Background: an optimization exercise with open tools, aiming at small area. Do not read the settings as production practice. Only simulation tests tie the RTL to the original design; equivalence was not proved. Power figures rest on the tool's default switching activity, not on a simulated workload.

==> flow/design.v (excerpt) <==
module tlb #(
  parameter XLEN = 64,
  parameter TLB_ENTRIES = 8   
) (
  input  wire             clk,
  input  wire             reset_n,
  input  wire             lookup_valid,       
  input  wire [XLEN-1:0]  lookup_vaddr,       
  input  wire             lookup_is_store,    
  input  wire             lookup_is_fetch,    
  output wire             lookup_hit,         
  output wire [XLEN-1:0]  lookup_paddr,       
  output wire             lookup_page_fault,  
  input  wire             update_valid,       
  input  wire [XLEN-1:0]  update_vpn,         
  input  wire [XLEN-1:0]  update_ppn,         
  input  wire [7:0]       update_pte,         
  input  wire [XLEN-1:0]  update_level,       
  input  wire [1:0]       privilege_mode,     
  input  wire             mstatus_sum,        
  input  wire             mstatus_mxr,        
  input  wire             translation_enabled,  
  input  wire             flush_all,          
  input  wire             flush_vaddr,        
  input  wire [XLEN-1:0]  flush_addr          
);
  localparam NE = 8;
  reg  [NE-1:0] tlb_valid;
  reg  [26:0]   tlb_vpn  [0:NE-1];
  reg  [51:0]   tlb_ppn  [0:NE-1];
  reg  [3:0]    tlb_kind [0:NE-1];   
  reg  [2:0]    tlb_replace_idx;
  wire upd_vpn_ok = ~|update_vpn[63:27];
  wire upd_lvl_hi0 = ~|update_level[63:2];
  wire upd_l1 = upd_lvl_hi0 & (update_level[1:0] == 2'd1);
  wire upd_l2 = upd_lvl_hi0 & (update_level[1:0] == 2'd2);
  wire pv = update_pte[0], pr = update_pte[1], pw = update_pte[2];
  wire px = update_pte[3], pu = update_pte[4];
  wire upd_bad = ~pv | (~pr & ~pw & ~px) | (pw & ~pr);
  wire [3:0] upd_perm = {pu & ~upd_bad, px & ~upd_bad, pw | upd_bad, pr & ~upd_bad};
  wire       upd_sup  = upd_l1 | upd_l2;
  wire [3:0] upd_kind = upd_sup ? {upd_l2, 3'b110} : upd_perm;
  ...
Size in the first run: about 2000 cells after synthesis, ~680 flip-flops, about 410 I/O pins, ~29000 um2 of cells after synthesis.
clock: 12.0 ns
lec_check: 0
cap_margin: 20
core_margin: 2
core_utilization: 70
slew_margin: 20
standard.sh (not shown) runs the stock make flow with config.mk's settings and CLKGATE_MAP_FILE= SYNTH_SCRIPT=/design/flow/synth_recipe.tcl, a recipe that flattens the netlist after the stock synthesis.
==> flow/flow/run.sh <==
#!/bin/bash
# Standard ORFS layout with two changes that only affect area:
#  - ports are buffered with the smallest buffer (sky130_fd_sc_hd__buf_1)
#  - CTS uses small leaf clock buffers in clusters of at most 9 flip-flops,
#    and inserts no dummy loads
# Each step's full log stays in orfs/logs/; make's own output goes to make.log.
set -euo pipefail
bash standard.sh \
  BUFFER_PORTS_ARGS="-buffer_cell sky130_fd_sc_hd__buf_1" \
  CTS_ARGS="-sink_clustering_enable -repair_clock_nets -dont_use_dummy_load -buf_list {sky130_fd_sc_hd__clkbuf_8} -root_buf sky130_fd_sc_hd__clkbuf_16 -tree_buf sky130_fd_sc_hd__clkbuf_8 -sink_clustering_size 14 -sink_clustering_max_diameter 80" \
  finish > make.log 2>&1
The starting point produced a clean layout.
Rerun with:
--- a/flow/flow/run.sh
+++ b/flow/flow/run.sh
@@ -1,9 +1,14 @@
 #!/bin/bash
-# Standard ORFS layout with two changes that only affect area:
+# Standard ORFS layout with these changes, which only affect area:
+#  - synthesis maps logic with an area-oriented ABC script (flow/synth.tcl
+#    wraps synth_recipe.tcl and swaps in flow/abc_area.script)
 #  - ports are buffered with the smallest buffer (sky130_fd_sc_hd__buf_1)
-#  - CTS uses small leaf clock buffers in clusters of at most 9 flip-flops,
-#    and inserts no dummy loads
+#  - CTS uses clkbuf_8 leaf clock buffers in clusters of at most 14
+#    flip-flops, and inserts no dummy loads
 # Each step's full log stays in orfs/logs/; make's own output goes to make.log.
 set -euo pipefail
+export FLOW_ABC_SCRIPT=$PWD/flow/abc_area.script
+export FLOW_SYNTH_TCL=$PWD/synth_recipe.tcl
 bash standard.sh \
+  SYNTH_SCRIPT=$PWD/flow/synth.tcl \
   BUFFER_PORTS_ARGS="-buffer_cell sky130_fd_sc_hd__buf_1" \
==> flow/flow/abc_area.script (new file) <==
&get -n
&st
&syn2
&dch -f
&nf -R 1000 -F 8 -A 4
&put
==> flow/flow/synth.tcl (new file) <==
# The standard synthesis (synth_recipe.tcl), with one change: the ABC
# mapping step uses an area-oriented script (flow/abc_area.script) in place
# of ORFS's abc_speed.script. Registers are mapped exactly as before.
proc abc {args} {
  set i [lsearch -exact $args -script]
  if { $i >= 0 } {
    lset args [expr { $i + 1 }] $::env(FLOW_ABC_SCRIPT)
  }
  puts "abc: using script $::env(FLOW_ABC_SCRIPT)"

  yosys abc {*}$args
}
source $::env(FLOW_SYNTH_TCL)
Result:
- first-iteration DRC count falls by 6.0%
- final cell count falls by 5.0%
- final area falls by 2.9%
- core utilization rises by 1.8 points
Rerun with:
==> flow/flow/run.sh (replaced) <==
#!/bin/bash
# Standard ORFS layout with two changes that only affect area:
#  - ports are buffered with the smallest buffer (sky130_fd_sc_hd__buf_1)
#  - CTS uses small leaf clock buffers in clusters of at most 9 flip-flops,
#    and inserts no dummy loads
# Each step's full log stays in orfs/logs/; make's own output goes to make.log.
set -euo pipefail
bash standard.sh \
  BUFFER_PORTS_ARGS="-buffer_cell sky130_fd_sc_hd__buf_1" \
  CTS_ARGS="-sink_clustering_enable -repair_clock_nets -dont_use_dummy_load -buf_list {sky130_fd_sc_hd__clkbuf_8} -root_buf sky130_fd_sc_hd__clkbuf_16 -tree_buf sky130_fd_sc_hd__clkbuf_8 -sink_clustering_size 14 -sink_clustering_max_diameter 80" \
  finish > make.log 2>&1
--- a/flow/config.mk
+++ b/flow/config.mk
@@ -9,3 +9,3 @@
 export CORE_MARGIN = 2
-export CORE_UTILIZATION = 70
+export CORE_UTILIZATION = 40
 export SLEW_MARGIN = 20
removed: flow/flow/abc_area.script
removed: flow/flow/synth.tcl
Outcome:
- The changed run passed the timing, DRC and antenna checks
- utilization is lower by 34 points
- power is higher by 1.2%
- worst setup slack gets better by 0.77 ns
Rerun with:
--- a/flow/config.mk
+++ b/flow/config.mk
@@ -7,5 +7,5 @@
 export LEC_CHECK = 0
-export CAP_MARGIN = 20
+export CAP_MARGIN = 0
 export CORE_MARGIN = 2
-export CORE_UTILIZATION = 40
-export SLEW_MARGIN = 20
+export CORE_UTILIZATION = 70
+export SLEW_MARGIN = 0
The changed run went through all stages and came out clean.
Area after synthesis is unchanged.
Power drops slightly.
Utilization goes up by 32 points.
Die area goes down by well over a third.
Routed wire length fell by a little under a tenth.
Worst setup slack got worse by 0.19 ns.
Cell count fell by roughly a tenth.
Sequential power hardly moves.
Rerun with:
==> flow/flow/run.sh (replaced) <==
#!/bin/bash
# Standard ORFS layout with these changes, which only affect area:
#  - synthesis maps logic with an area-oriented ABC script (flow/synth.tcl
#    wraps synth_recipe.tcl and swaps in flow/abc_area.script)
#  - ports are buffered with the smallest buffer (sky130_fd_sc_hd__buf_1)
#  - CTS uses clkbuf_8 leaf clock buffers in clusters of at most 14
#    flip-flops, and inserts no dummy loads
# Each step's full log stays in orfs/logs/; make's own output goes to make.log.
set -euo pipefail
export FLOW_ABC_SCRIPT=$PWD/flow/abc_area.script
export FLOW_SYNTH_TCL=$PWD/synth_recipe.tcl
bash standard.sh \
  SYNTH_SCRIPT=$PWD/flow/synth.tcl \
  BUFFER_PORTS_ARGS="-buffer_cell sky130_fd_sc_hd__buf_1" \
  CTS_ARGS="-sink_clustering_enable -repair_clock_nets -dont_use_dummy_load -buf_list {sky130_fd_sc_hd__clkbuf_16} -sink_clustering_size 28 -sink_clustering_max_diameter 100" \
  finish > make.log 2>&1
==> flow/flow/abc_area.script (new file) <==
&get -n
&st
&syn2
&dch -f
&nf -R 1000 -F 8 -A 4
&put
==> flow/flow/synth.tcl (new file) <==
# The standard synthesis (synth_recipe.tcl), with one change: the ABC
# mapping step uses an area-oriented script (flow/abc_area.script) in place
# of ORFS's abc_speed.script. Registers are mapped exactly as before.
proc abc {args} {
  set i [lsearch -exact $args -script]
  if { $i >= 0 } {
    lset args [expr { $i + 1 }] $::env(FLOW_ABC_SCRIPT)
  }
  puts "abc: using script $::env(FLOW_ABC_SCRIPT)"

  yosys abc {*}$args
}
source $::env(FLOW_SYNTH_TCL)
--- a/flow/config.mk
+++ b/flow/config.mk
@@ -7,5 +7,5 @@
 export LEC_CHECK = 0
-export CAP_MARGIN = 0
+export CAP_MARGIN = 20
 export CORE_MARGIN = 2
 export CORE_UTILIZATION = 70
-export SLEW_MARGIN = 0
+export SLEW_MARGIN = 20
Effect:
- The changed run finished with timing, DRC and antenna clean
- routed wire length decreases by roughly a tenth
- global-route usage falls by 2.4 points
- non-clock buffer count is lower by 13
- register-to-register slack loses 0.03 ns
- sequential power hardly moves
- count of clock-buffer cells in the layout decreases by 26
- utilization goes up by 1.5 points
- power goes down slightly
- via count falls by a few percent
- final area goes down by a few percent
- flip-flop and latch count stays the same
Rerun with:
==> flow/flow/run.sh (replaced) <==
#!/bin/bash
# Standard ORFS layout with two changes that only affect area:
#  - ports are buffered with the smallest buffer (sky130_fd_sc_hd__buf_1)
#  - CTS uses small leaf clock buffers in clusters of at most 9 flip-flops,
#    and inserts no dummy loads
# Each step's full log stays in orfs/logs/; make's own output goes to make.log.
set -euo pipefail
bash standard.sh \
  BUFFER_PORTS_ARGS="-buffer_cell sky130_fd_sc_hd__buf_1" \
  CTS_ARGS="-sink_clustering_enable -repair_clock_nets -dont_use_dummy_load -buf_list {sky130_fd_sc_hd__clkbuf_4} -root_buf sky130_fd_sc_hd__clkbuf_16 -tree_buf sky130_fd_sc_hd__clkbuf_8 -sink_clustering_size 9 -sink_clustering_max_diameter 80" \
  finish > make.log 2>&1
removed: flow/flow/abc_area.script
removed: flow/flow/synth.tcl
Outcome: The new run finished with timing, DRC and antenna clean. Cell count rises by a little under a tenth. Fmax grows by a little under a tenth. Sequential power stays flat. Register-to-register slack loses 0.02 ns. Global-route usage grows by 2.4 points. Flip-flop and latch count stays the same. Setup slack gets better by 0.74 ns.

## static timing again, ports no longer ideal
Ports are ideal in the flow. The routed layouts listed here were re-timed in OpenROAD.
Step 1, drivers: a clkbuf_16 drives clk and a buf_2 each remaining input, both assumed.
Step 2 adds t to the input delays and takes it off the output delays; t is the mean of the earliest and latest rising clock arrival at the registers after step 1. Input paths then give back, and output paths get back, about the clock's delay inside the block.
Three values: no drivers, after step 1, after step 2; two values: the first two.
| run | t, ns | slack for setup (ns) | hold WS [ns] | clock arrival spread, ns |
|---|---|---|---|---|
| the first run | 0.611 | 1.968 / 1.937 / 1.937 | 0.567 / 0.567 / 0.567 | 0.083 / 0.083 |
| the second run | 0.620 | 1.389 / 1.360 / 1.360 | 0.532 / 0.532 / 0.532 | 0.046 / 0.046 |
| the third run | 0.643 | 2.160 / 2.127 / 2.127 | 0.547 / 0.547 / 0.547 | 0.053 / 0.053 |
| the fourth run | 0.609 | 1.974 / 1.942 / 1.942 | 0.574 / 0.574 / 0.574 | 0.080 / 0.079 |
| the fifth run | 0.625 | 1.274 / 1.245 / 1.245 | 0.529 / 0.529 / 0.529 | 0.082 / 0.082 |
| the sixth run | 0.635 | 2.013 / 1.982 / 1.982 | 0.570 / 0.570 / 0.570 | 0.040 / 0.041 |
After both steps every run listed still meets setup and hold. For the third run, which loses most, drivers alone change the setup slack by -0.033 ns; drivers and shift together by -0.033 ns.
